Context: an optimization exercise on an open-source flow, tuned for small area and a short achievable clock period. The choices shown serve that exercise and are no tape-out recipe.
RTL that was checked went through simulation tests only; none was proved equivalent to the original.

==> v35 <==
Design Synth, start of the top module:
module Synth(
  input         clock,
  input         reset,
  input  [19:0] io_Freq_0,
  input  [19:0] io_Freq_1,
  input  [19:0] io_Freq_2,
  input  [19:0] io_Freq_3,
  input  [19:0] io_Freq_4,
  input  [19:0] io_Freq_5,
  input  [17:0] io_Amp_0,
  input  [17:0] io_Amp_1,
  input  [17:0] io_Amp_2,
  input  [17:0] io_Amp_3,
  input  [17:0] io_Amp_4,
  input  [17:0] io_Amp_5,
  output [22:0] io_Out
);
==> flow/config.mk <==
export PLATFORM = sky130hd
export DESIGN_NAME = Synth
export DESIGN_NICKNAME = Synth
export VERILOG_FILES = /design/flow/design.v
export SDC_FILE = /design/flow/constraint.sdc
export NUM_CORES = 4
export LEC_CHECK = 0
export CAP_MARGIN = 20
export CORE_MARGIN = 2
export CORE_UTILIZATION = 40
export SLEW_MARGIN = 20
export SYNTH_HIERARCHICAL = 1
export SYNTH_MINIMUM_KEEP_SIZE = 0
export TNS_END_PERCENT = 20
==> flow/constraint.sdc <==
create_clock -name core_clock -period 15.0 [get_ports {clock}]
set_input_delay 3.0000 -clock core_clock [delete_from_list [all_inputs] [get_ports {clock}]]
set_output_delay 3.0000 -clock core_clock [all_outputs]
set_load 0.01 [all_outputs]
standard.sh (not shown) runs the stock make flow with config.mk's settings and CLKGATE_MAP_FILE= SYNTH_SCRIPT=/design/flow/synth_recipe.tcl, a recipe that flattens the netlist after the stock synthesis.
==> flow/flow/run.sh <==
#!/bin/bash
# Standard ORFS layout with a tighter setup-repair target and minimum-size
# port buffers. Full tool output goes to standard.log in the work folder.
set -euo pipefail
bash standard.sh SETUP_SLACK_MARGIN=8.0 'BUFFER_PORTS_ARGS=-buffer_cell sky130_fd_sc_hd__buf_1' finish > standard.log 2>&1
==> inputs of v20, as changes to v35 <==
--- a/flow/design.v
+++ b/flow/design.v
@@ -12,20 +12,20 @@
   input  [17:0] io_Amp_2,
   input  [17:0] io_Amp_3,
   input  [17:0] io_Amp_4,
   input  [17:0] io_Amp_5,
   output [22:0] io_Out
 );
   reg [11:0] t;              
   reg        ph;             
+  reg        selP, selW;     
   reg [19:0] div [0:5];
   reg [19:0] idx [0:5];
-  reg [19:0] X0, X1;         
-  reg        incR;           
+  reg [19:0] IRS;            
   reg [17:0] WS, WC;         
   reg        Wc;
   reg [19:0] PS, PC;         
   reg        Pc;
   reg [19:0] W1S, W1C;       
   reg        W1c;
   reg [20:0] OS, OC;         
   reg        Oc;
@@ -34,22 +34,20 @@
   assign freq[0] = io_Freq_0; assign freq[1] = io_Freq_1; assign freq[2] = io_Freq_2;
   assign freq[3] = io_Freq_3; assign freq[4] = io_Freq_4; assign freq[5] = io_Freq_5;
   assign amp[0] = io_Amp_0; assign amp[1] = io_Amp_1; assign amp[2] = io_Amp_2;
   assign amp[3] = io_Amp_3; assign amp[4] = io_Amp_4; assign amp[5] = io_Amp_5;
   reg [19:0] idx_n [0:5];
   reg [19:0] div_n [0:5];
   reg [20:0] cd, cp;
   reg        eq;
-  reg  [5:0] eqv;
   integer i, b;
   always @* begin
     for (i = 0; i < 6; i = i + 1) begin
       eq = ~|(div[i] ^ freq[i]);
-      eqv[i] = eq;
       cd[0] = 1'b1;
       cp[0] = 1'b1;
       for (b = 0; b < 20; b = b + 1) begin
         cd[b+1] = cd[b] & div[i][b];
         cp[b+1] = cp[b] & idx[i][b];
       end
       div_n[i] = (div[i] ^ cd[19:0]) & {20{~eq}};
       idx_n[i] = idx[i] ^ (cp[19:0] & {20{eq}});
@@ -66,17 +64,20 @@
   always @* begin
     irs_n = 20'h0;
     amp_s = 18'h0;
     for (i = 0; i < 6; i = i + 1) begin
       if (t[(2*i+11) % 12] | t[2*i]) irs_n = irs_n | idx_n[i];
       if (t[2*i+1]) amp_s = amp_s | amp[i];
     end
   end
-  wire [19:0] index = X0 + X1 + {19'h0, ph & incR};
+  wire [19:0] MS = ({20{selP}} & PS) | ({20{selW}} & W1S);
+  wire [19:0] MC = ({20{selP}} & PC) | ({20{selW}} & W1C);
+  wire        Mc = (selP & Pc) | (selW & W1c);
+  wire [19:0] index = MS + MC + IRS + {19'h0, Mc};
   wire [17:0] fold  = index[18] ? index[17:0] : ~index[17:0];
   wire        negw  = ph & index[19];
   wire [17:0] Wv   = ~(WS + WC + {17'h0, Wc});     
   wire [19:0] Pres = PS + PC + {19'h0, Pc};         
   wire [22:0] prow = {23{t[11]}} & {{3{Pres[19]}}, Pres};
   wire [17:0] m1 = ph ? Wv : fold;
   wire [17:0] m2 = ({18{~ph}} & fold) | amp_s;
   wire [20:0] m1x = {2'b00, m1, 1'b0};
@@ -517,111 +518,39 @@
   wire ts415 = tc410 ^ ts413;
   wire tc416 = tc410 & ts413;
   wire ts417, tc418;
   FA utc418 (.a(prow[20]), .b(~neg[9]), .c(tc414), .s(ts417), .co(tc418));
   wire ts419 = ~prow[21];
   wire tc420 = prow[21];
   wire ts421 = ~prow[22];
   wire tc422 = prow[22];
-  wire g0_0 = pp0[0] & ts1;
-  wire p0_0 = pp0[0] | ts1;
-  wire g1_1 = pp0[1] & ts3;
-  wire p1_1 = pp0[1] | ts3;
-  wire g2_2 = pp1[0] & ts7;
-  wire p2_2 = pp1[0] | ts7;
-  wire g3_3 = ts9 & ts11;
-  wire p3_3 = ts9 | ts11;
-  wire g4_4 = ts15 & ts17;
-  wire p4_4 = ts15 | ts17;
-  wire g5_5 = ts21 & ts23;
-  wire p5_5 = ts21 | ts23;
-  wire g6_6 = ts29 & ts31;
-  wire p6_6 = ts29 | ts31;
-  wire g7_7 = ts37 & ts39;
-  wire p7_7 = ts37 | ts39;
-  wire g8_8 = ts47 & ts49;
-  wire p8_8 = ts47 | ts49;
-  wire g9_9 = tc50 & ts59;
-  wire p9_9 = tc50 | ts59;
-  wire g10_10 = tc60 & ts71;
-  wire p10_10 = tc60 | ts71;
-  wire g11_11 = ts81 & ts83;
-  wire p11_11 = ts81 | ts83;
-  wire g12_12 = tc84 & ts97;
-  wire p12_12 = tc84 | ts97;
-  wire g13_13 = tc98 & ts111;
-  wire p13_13 = tc98 | ts111;
-  wire g14_14 = tc112 & ts127;
-  wire p14_14 = tc112 | ts127;
-  wire g15_15 = tc128 & ts143;
-  wire p15_15 = tc128 | ts143;
-  wire g16_16 = tc144 & ts161;
-  wire p16_16 = tc144 | ts161;
-  wire g15_16, p15_16;
-  GP ugp15_16 (.gh(g16_16), .ph(p16_16), .gl(g15_15), .pl(p15_15), .g(g15_16), .p(p15_16));
-  wire g13_14, p13_14;
-  GP ugp13_14 (.gh(g14_14), .ph(p14_14), .gl(g13_13), .pl(p13_13), .g(g13_14), .p(p13_14));
-  wire g13_16, p13_16;
-  GP ugp13_16 (.gh(g15_16), .ph(p15_16), .gl(g13_14), .pl(p13_14), .g(g13_16), .p(p13_16));
-  wire g11_12, p11_12;
-  GP ugp11_12 (.gh(g12_12), .ph(p12_12), .gl(g11_11), .pl(p11_11), .g(g11_12), .p(p11_12));
-  wire g9_10, p9_10;
-  GP ugp9_10 (.gh(g10_10), .ph(p10_10), .gl(g9_9), .pl(p9_9), .g(g9_10), .p(p9_10));
-  wire g0_1;
-  GC ugc0_1 (.gh(g1_1), .ph(p1_1), .gl(g0_0), .g(g0_1));
-  wire g0_2;
-  GC ugc0_2 (.gh(g2_2), .ph(p2_2), .gl(g0_1), .g(g0_2));
-  wire g0_3;
-  GC ugc0_3 (.gh(g3_3), .ph(p3_3), .gl(g0_2), .g(g0_3));
-  wire g0_4;
-  GC ugc0_4 (.gh(g4_4), .ph(p4_4), .gl(g0_3), .g(g0_4));
-  wire g0_5;
-  GC ugc0_5 (.gh(g5_5), .ph(p5_5), .gl(g0_4), .g(g0_5));
-  wire g0_6;
-  GC ugc0_6 (.gh(g6_6), .ph(p6_6), .gl(g0_5), .g(g0_6));
-  wire g0_7;
-  GC ugc0_7 (.gh(g7_7), .ph(p7_7), .gl(g0_6), .g(g0_7));
-  wire g0_8;
-  GC ugc0_8 (.gh(g8_8), .ph(p8_8), .gl(g0_7), .g(g0_8));
-  wire g0_10;
-  GC ugc0_10 (.gh(g9_10), .ph(p9_10), .gl(g0_8), .g(g0_10));
-  wire g0_12;
-  GC ugc0_12 (.gh(g11_12), .ph(p11_12), .gl(g0_10), .g(g0_12));
-  wire g0_16;
-  GC ugc0_16 (.gh(g13_16), .ph(p13_16), .gl(g0_12), .g(g0_16));
-  wire c17 = g0_16;
   assign R0 = {tc420, tc418, tc416, tc412, tc408, tc402, tc396, tc388, tc380, tc370, tc360, tc348, tc336, tc322, tc308, tc292, tc276, tc258, tc240, tc220, tc200, tc180, tc162, tc144, tc128, tc112, tc98, tc84, ts81, tc60, tc50, ts47, ts37, ts29, ts21, ts15, ts9, pp1[0], pp0[1], pp0[0]};
   assign R1 = {ts421, ts419, ts417, ts415, ts411, ts407, ts401, ts395, ts387, ts379, ts369, ts359, ts347, ts335, ts321, ts307, ts291, ts275, ts257, ts239, ts219, ts199, ts179, ts161, ts143, ts127, ts111, ts97, ts83, ts71, ts59, ts49, ts39, ts31, ts23, ts17, ts11, ts7, ts3, ts1};
-  wire        c18 = (R0[17] & R1[17]) | ((R0[17] | R1[17]) & c17);
-  wire [19:0] A0 = t[7] ? W1S : t[11] ? 20'h0 : R0[36:17];
-  wire [19:0] A1 = t[7] ? W1C : t[11] ? 20'h0 : R1[36:17];
-  wire        ac = t[7] ? W1c : t[11] ? 1'b0  : c17;
-  wire [19:0] X0n = A0 ^ A1 ^ irs_n;
-  wire [19:0] X1n = {(A0[18:0] & A1[18:0]) | (A0[18:0] & irs_n[18:0]) | (A1[18:0] & irs_n[18:0]), ac};
+  wire [17:0] lo = {1'b0, R0[16:0]} + {1'b0, R1[16:0]};
+  wire        c17 = lo[17];
+  wire        c18 = (R0[17] & R1[17]) | ((R0[17] ^ R1[17]) & c17);
   always @(posedge clock) begin
     if (reset) begin
       t <= 12'h001;
       ph <= 1'b0;
-      incR <= 1'b0;
-      X0 <= 20'h0;
-      X1 <= 20'h0;
+      selP <= 1'b0;
+      selW <= 1'b0;
+      IRS <= 20'h0;
     end else begin
       t <= {t[10:0], t[11]};
       ph <= ~ph;
-      incR <= |(eqv & {t[10], t[8], t[6], t[4], t[2], t[0]});
-      if (ph) begin
-        X0 <= X0n;
-        X1 <= X1n;
-      end
+      selP <= t[1] | t[2] | t[3] | t[4] | t[5] | t[6];
+      selW <= t[7] | t[8] | t[9] | t[10];
+      IRS <= irs_n;
     end
     WS <= R0[35:18];
     WC <= R1[35:18];
     Wc <= c18;
-    if (t[7]) begin
+    if (t[1] | t[3] | t[5] | t[7]) begin
       PS <= R0[36:17];
       PC <= R1[36:17];
       Pc <= c17;
     end
     if (reset) begin
       W1S <= 20'h0;
       W1C <= 20'h0;
       W1c <= 1'b0;
@@ -648,27 +577,8 @@
   input  b,
   input  c,
   output s,
   output co
 );
   assign s  = a ^ b ^ c;
   assign co = (a & b) | (a & c) | (b & c);
 endmodule
-module GP(
-  input  gh,
-  input  ph,
-  input  gl,
-  input  pl,
-  output g,
-  output p
-);
-  assign g = gh | (ph & gl);
-  assign p = ph & pl;
-endmodule
-module GC(
-  input  gh,
-  input  ph,
-  input  gl,
-  output g
-);
-  assign g = gh | (ph & gl);
-endmodule
==> flow/flow/run.sh (replaced) <==
#!/bin/bash
# Standard ORFS layout with a tighter setup-repair target and minimum-size
# port buffers. Full tool output goes to standard.log in the work folder.
set -euo pipefail
bash standard.sh SETUP_SLACK_MARGIN=8.5 'BUFFER_PORTS_ARGS=-buffer_cell sky130_fd_sc_hd__buf_1' finish > standard.log 2>&1
Settings changed: TNS_END_PERCENT 20 to default.
==> inputs of v8, as changes to v35 <==
--- a/flow/design.v
+++ b/flow/design.v
@@ -12,20 +12,20 @@
   input  [17:0] io_Amp_2,
   input  [17:0] io_Amp_3,
   input  [17:0] io_Amp_4,
   input  [17:0] io_Amp_5,
   output [22:0] io_Out
 );
   reg [11:0] t;              
   reg        ph;             
+  reg        selP, selW;     
   reg [19:0] div [0:5];
   reg [19:0] idx [0:5];
-  reg [19:0] X0, X1;         
-  reg        incR;           
+  reg [19:0] IRS;            
   reg [17:0] WS, WC;         
   reg        Wc;
   reg [19:0] PS, PC;         
   reg        Pc;
   reg [19:0] W1S, W1C;       
   reg        W1c;
   reg [20:0] OS, OC;         
   reg        Oc;
@@ -34,22 +34,20 @@
   assign freq[0] = io_Freq_0; assign freq[1] = io_Freq_1; assign freq[2] = io_Freq_2;
   assign freq[3] = io_Freq_3; assign freq[4] = io_Freq_4; assign freq[5] = io_Freq_5;
   assign amp[0] = io_Amp_0; assign amp[1] = io_Amp_1; assign amp[2] = io_Amp_2;
   assign amp[3] = io_Amp_3; assign amp[4] = io_Amp_4; assign amp[5] = io_Amp_5;
   reg [19:0] idx_n [0:5];
   reg [19:0] div_n [0:5];
   reg [20:0] cd, cp;
   reg        eq;
-  reg  [5:0] eqv;
   integer i, b;
   always @* begin
     for (i = 0; i < 6; i = i + 1) begin
       eq = ~|(div[i] ^ freq[i]);
-      eqv[i] = eq;
       cd[0] = 1'b1;
       cp[0] = 1'b1;
       for (b = 0; b < 20; b = b + 1) begin
         cd[b+1] = cd[b] & div[i][b];
         cp[b+1] = cp[b] & idx[i][b];
       end
       div_n[i] = (div[i] ^ cd[19:0]) & {20{~eq}};
       idx_n[i] = idx[i] ^ (cp[19:0] & {20{eq}});
@@ -66,17 +64,20 @@
   always @* begin
     irs_n = 20'h0;
     amp_s = 18'h0;
     for (i = 0; i < 6; i = i + 1) begin
       if (t[(2*i+11) % 12] | t[2*i]) irs_n = irs_n | idx_n[i];
       if (t[2*i+1]) amp_s = amp_s | amp[i];
     end
   end
-  wire [19:0] index = X0 + X1 + {19'h0, ph & incR};
+  wire [19:0] MS = ({20{selP}} & PS) | ({20{selW}} & W1S);
+  wire [19:0] MC = ({20{selP}} & PC) | ({20{selW}} & W1C);
+  wire        Mc = (selP & Pc) | (selW & W1c);
+  wire [19:0] index = MS + MC + IRS + {19'h0, Mc};
   wire [17:0] fold  = index[18] ? index[17:0] : ~index[17:0];
   wire        negw  = ph & index[19];
   wire [17:0] Wv   = ~(WS + WC + {17'h0, Wc});     
   wire [19:0] Pres = PS + PC + {19'h0, Pc};         
   wire [22:0] prow = {23{t[11]}} & {{3{Pres[19]}}, Pres};
   wire [17:0] m1 = ph ? Wv : fold;
   wire [17:0] m2 = ({18{~ph}} & fold) | amp_s;
   wire [20:0] m1x = {2'b00, m1, 1'b0};
@@ -517,111 +518,39 @@
   wire ts415 = tc410 ^ ts413;
   wire tc416 = tc410 & ts413;
   wire ts417, tc418;
   FA utc418 (.a(prow[20]), .b(~neg[9]), .c(tc414), .s(ts417), .co(tc418));
   wire ts419 = ~prow[21];
   wire tc420 = prow[21];
   wire ts421 = ~prow[22];
   wire tc422 = prow[22];
-  wire g0_0 = pp0[0] & ts1;
-  wire p0_0 = pp0[0] | ts1;
-  wire g1_1 = pp0[1] & ts3;
-  wire p1_1 = pp0[1] | ts3;
-  wire g2_2 = pp1[0] & ts7;
-  wire p2_2 = pp1[0] | ts7;
-  wire g3_3 = ts9 & ts11;
-  wire p3_3 = ts9 | ts11;
-  wire g4_4 = ts15 & ts17;
-  wire p4_4 = ts15 | ts17;
-  wire g5_5 = ts21 & ts23;
-  wire p5_5 = ts21 | ts23;
-  wire g6_6 = ts29 & ts31;
-  wire p6_6 = ts29 | ts31;
-  wire g7_7 = ts37 & ts39;
-  wire p7_7 = ts37 | ts39;
-  wire g8_8 = ts47 & ts49;
-  wire p8_8 = ts47 | ts49;
-  wire g9_9 = tc50 & ts59;
-  wire p9_9 = tc50 | ts59;
-  wire g10_10 = tc60 & ts71;
-  wire p10_10 = tc60 | ts71;
-  wire g11_11 = ts81 & ts83;
-  wire p11_11 = ts81 | ts83;
-  wire g12_12 = tc84 & ts97;
-  wire p12_12 = tc84 | ts97;
-  wire g13_13 = tc98 & ts111;
-  wire p13_13 = tc98 | ts111;
-  wire g14_14 = tc112 & ts127;
-  wire p14_14 = tc112 | ts127;
-  wire g15_15 = tc128 & ts143;
-  wire p15_15 = tc128 | ts143;
-  wire g16_16 = tc144 & ts161;
-  wire p16_16 = tc144 | ts161;
-  wire g15_16, p15_16;
-  GP ugp15_16 (.gh(g16_16), .ph(p16_16), .gl(g15_15), .pl(p15_15), .g(g15_16), .p(p15_16));
-  wire g13_14, p13_14;
-  GP ugp13_14 (.gh(g14_14), .ph(p14_14), .gl(g13_13), .pl(p13_13), .g(g13_14), .p(p13_14));
-  wire g13_16, p13_16;
-  GP ugp13_16 (.gh(g15_16), .ph(p15_16), .gl(g13_14), .pl(p13_14), .g(g13_16), .p(p13_16));
-  wire g11_12, p11_12;
-  GP ugp11_12 (.gh(g12_12), .ph(p12_12), .gl(g11_11), .pl(p11_11), .g(g11_12), .p(p11_12));
-  wire g9_10, p9_10;
-  GP ugp9_10 (.gh(g10_10), .ph(p10_10), .gl(g9_9), .pl(p9_9), .g(g9_10), .p(p9_10));
-  wire g0_1;
-  GC ugc0_1 (.gh(g1_1), .ph(p1_1), .gl(g0_0), .g(g0_1));
-  wire g0_2;
-  GC ugc0_2 (.gh(g2_2), .ph(p2_2), .gl(g0_1), .g(g0_2));
-  wire g0_3;
-  GC ugc0_3 (.gh(g3_3), .ph(p3_3), .gl(g0_2), .g(g0_3));
-  wire g0_4;
-  GC ugc0_4 (.gh(g4_4), .ph(p4_4), .gl(g0_3), .g(g0_4));
-  wire g0_5;
-  GC ugc0_5 (.gh(g5_5), .ph(p5_5), .gl(g0_4), .g(g0_5));
-  wire g0_6;
-  GC ugc0_6 (.gh(g6_6), .ph(p6_6), .gl(g0_5), .g(g0_6));
-  wire g0_7;
-  GC ugc0_7 (.gh(g7_7), .ph(p7_7), .gl(g0_6), .g(g0_7));
-  wire g0_8;
-  GC ugc0_8 (.gh(g8_8), .ph(p8_8), .gl(g0_7), .g(g0_8));
-  wire g0_10;
-  GC ugc0_10 (.gh(g9_10), .ph(p9_10), .gl(g0_8), .g(g0_10));
-  wire g0_12;
-  GC ugc0_12 (.gh(g11_12), .ph(p11_12), .gl(g0_10), .g(g0_12));
-  wire g0_16;
-  GC ugc0_16 (.gh(g13_16), .ph(p13_16), .gl(g0_12), .g(g0_16));
-  wire c17 = g0_16;
   assign R0 = {tc420, tc418, tc416, tc412, tc408, tc402, tc396, tc388, tc380, tc370, tc360, tc348, tc336, tc322, tc308, tc292, tc276, tc258, tc240, tc220, tc200, tc180, tc162, tc144, tc128, tc112, tc98, tc84, ts81, tc60, tc50, ts47, ts37, ts29, ts21, ts15, ts9, pp1[0], pp0[1], pp0[0]};
   assign R1 = {ts421, ts419, ts417, ts415, ts411, ts407, ts401, ts395, ts387, ts379, ts369, ts359, ts347, ts335, ts321, ts307, ts291, ts275, ts257, ts239, ts219, ts199, ts179, ts161, ts143, ts127, ts111, ts97, ts83, ts71, ts59, ts49, ts39, ts31, ts23, ts17, ts11, ts7, ts3, ts1};
-  wire        c18 = (R0[17] & R1[17]) | ((R0[17] | R1[17]) & c17);
-  wire [19:0] A0 = t[7] ? W1S : t[11] ? 20'h0 : R0[36:17];
-  wire [19:0] A1 = t[7] ? W1C : t[11] ? 20'h0 : R1[36:17];
-  wire        ac = t[7] ? W1c : t[11] ? 1'b0  : c17;
-  wire [19:0] X0n = A0 ^ A1 ^ irs_n;
-  wire [19:0] X1n = {(A0[18:0] & A1[18:0]) | (A0[18:0] & irs_n[18:0]) | (A1[18:0] & irs_n[18:0]), ac};
+  wire [17:0] lo = {1'b0, R0[16:0]} + {1'b0, R1[16:0]};
+  wire        c17 = lo[17];
+  wire        c18 = (R0[17] & R1[17]) | ((R0[17] ^ R1[17]) & c17);
   always @(posedge clock) begin
     if (reset) begin
       t <= 12'h001;
       ph <= 1'b0;
-      incR <= 1'b0;
-      X0 <= 20'h0;
-      X1 <= 20'h0;
+      selP <= 1'b0;
+      selW <= 1'b0;
+      IRS <= 20'h0;
     end else begin
       t <= {t[10:0], t[11]};
       ph <= ~ph;
-      incR <= |(eqv & {t[10], t[8], t[6], t[4], t[2], t[0]});
-      if (ph) begin
-        X0 <= X0n;
-        X1 <= X1n;
-      end
+      selP <= t[1] | t[2] | t[3] | t[4] | t[5] | t[6];
+      selW <= t[7] | t[8] | t[9] | t[10];
+      IRS <= irs_n;
     end
     WS <= R0[35:18];
     WC <= R1[35:18];
     Wc <= c18;
-    if (t[7]) begin
+    if (t[1] | t[3] | t[5] | t[7]) begin
       PS <= R0[36:17];
       PC <= R1[36:17];
       Pc <= c17;
     end
     if (reset) begin
       W1S <= 20'h0;
       W1C <= 20'h0;
       W1c <= 1'b0;
@@ -648,27 +577,8 @@
   input  b,
   input  c,
   output s,
   output co
 );
   assign s  = a ^ b ^ c;
   assign co = (a & b) | (a & c) | (b & c);
 endmodule
-module GP(
-  input  gh,
-  input  ph,
-  input  gl,
-  input  pl,
-  output g,
-  output p
-);
-  assign g = gh | (ph & gl);
-  assign p = ph & pl;
-endmodule
-module GC(
-  input  gh,
-  input  ph,
-  input  gl,
-  output g
-);
-  assign g = gh | (ph & gl);
-endmodule
==> flow/flow/run.sh (replaced) <==
#!/bin/bash
# Standard ORFS layout with a tighter setup-repair target and minimum-size
# port buffers. Full tool output goes to standard.log in the work folder.
set -euo pipefail
bash standard.sh SETUP_SLACK_MARGIN=8.5 'BUFFER_PORTS_ARGS=-buffer_cell sky130_fd_sc_hd__buf_1' finish > standard.log 2>&1
Settings changed: SYNTH_HIERARCHICAL 1 to default, SYNTH_MINIMUM_KEEP_SIZE 0 to default, TNS_END_PERCENT 20 to default.
==> notes <==
- Of v20 and v35, v20 has the higher core utilization (gap 0.69 points).
- The highest maximum frequency belongs to v35, the lowest to v20.
- Between v35 and v20, the lower area after synthesis is in v20 (gap 4.6%, measured against v20).
- In v35 the sequential cell count is higher than in v20, by 19.
- Of v20 and v8, v8 has the higher non-clock buffer count (gap 6).
- Critical path depth is the same in v8 and v35.
- Register-to-register slack, highest first: v35, v8, v20.
==> figures <==
| metric | v35 | v8 | v20 |
|---|---|---|---|
| Run status | complete, no violations | complete, no violations | complete, no violations |
| Crit. Startpoint | io_Amp_2[14] | io_Amp_5[14] | selP |
| GRT met1 Usage | 28.71% | 32.65% | 30.25% |
| Vias in the first global route | 25,940 | 27,052 | 25,522 |
| Multiplexer share of the synthesized area | 3.196% | 3.131% | 3.103% |
| Required time of the worst setup path | 15,450 ps | 15,480 ps | 15,520 ps |
| Post-Synth Simple-Gate Area | 16.00% | 15.46% | 14.98% |
| Synthesized instance count | 3,441 | 3,541 | 3,279 |
| XOR/XNOR share of the synthesized area | 14.36% | 12.95% | 14.70% |
| Yosys warnings | 11 | 5 | 11 |
| Number of multi-input combinational cells | 2,723 | 2,674 | 2,548 |
| Final design area excluding fillers | 39,440 sq um | 40,140 sq um | 38,340 sq um |
| Sequential cell count of the final layout | 456 | 437 | 437 |
| Worst clock skew | 41.20 ps | 52.16 ps | 23.22 ps |
| Share of Yosys cell area claimed by the top area cell type | 25.42% | 24.40% | 25.37% |
| CP Depth | 20 | 20 | 33 |
| Detailed-route vias per instance | 5.478 | 5.459 | 5.467 |
| Placer congestion estimate | 0.9280 | 0.9658 | 0.9137 |
| Insertion delay to the later sink of the worst-skew pair | 630 ps | 610 ps | 610 ps |
| Area of the die | 84,020 sq um | 83,520 sq um | 80,370 sq um |
No functional check of the RTL was part of v20 and v8.

-- re-timing with driven ports --
The results above use ideal ports. As a check the final layouts listed here were re-extracted and re-timed, cells and wires unchanged. Step 1: set_driving_cell puts a clkbuf_16 on clock and a buf_2 on each other input, an assumption about the parent block. Step 2 times the ports against the registers' clock, not the clock port: input delays grow and output delays shrink by t, the midpoint of the rising clock arrivals with the driver on. a / b / c = ideal ports / drivers / drivers and shift; a / b = the first two.
run | t, ns | slack for setup (ns) | slew at the worst register clock pin (ns)
v35 | 0.675 | 7.570 / 7.614 / 6.939 | 0.07 / 0.07
v20 | 0.657 | 7.022 / 7.022 / 6.524 | 0.07 / 0.07
v8 | 0.645 | 7.039 / 7.045 / 6.435 | 0.07 / 0.07
After both steps every run listed still meets setup and hold. For v35, which loses most, drivers alone change the setup slack by +0.044 ns; drivers and shift together by -0.631 ns.
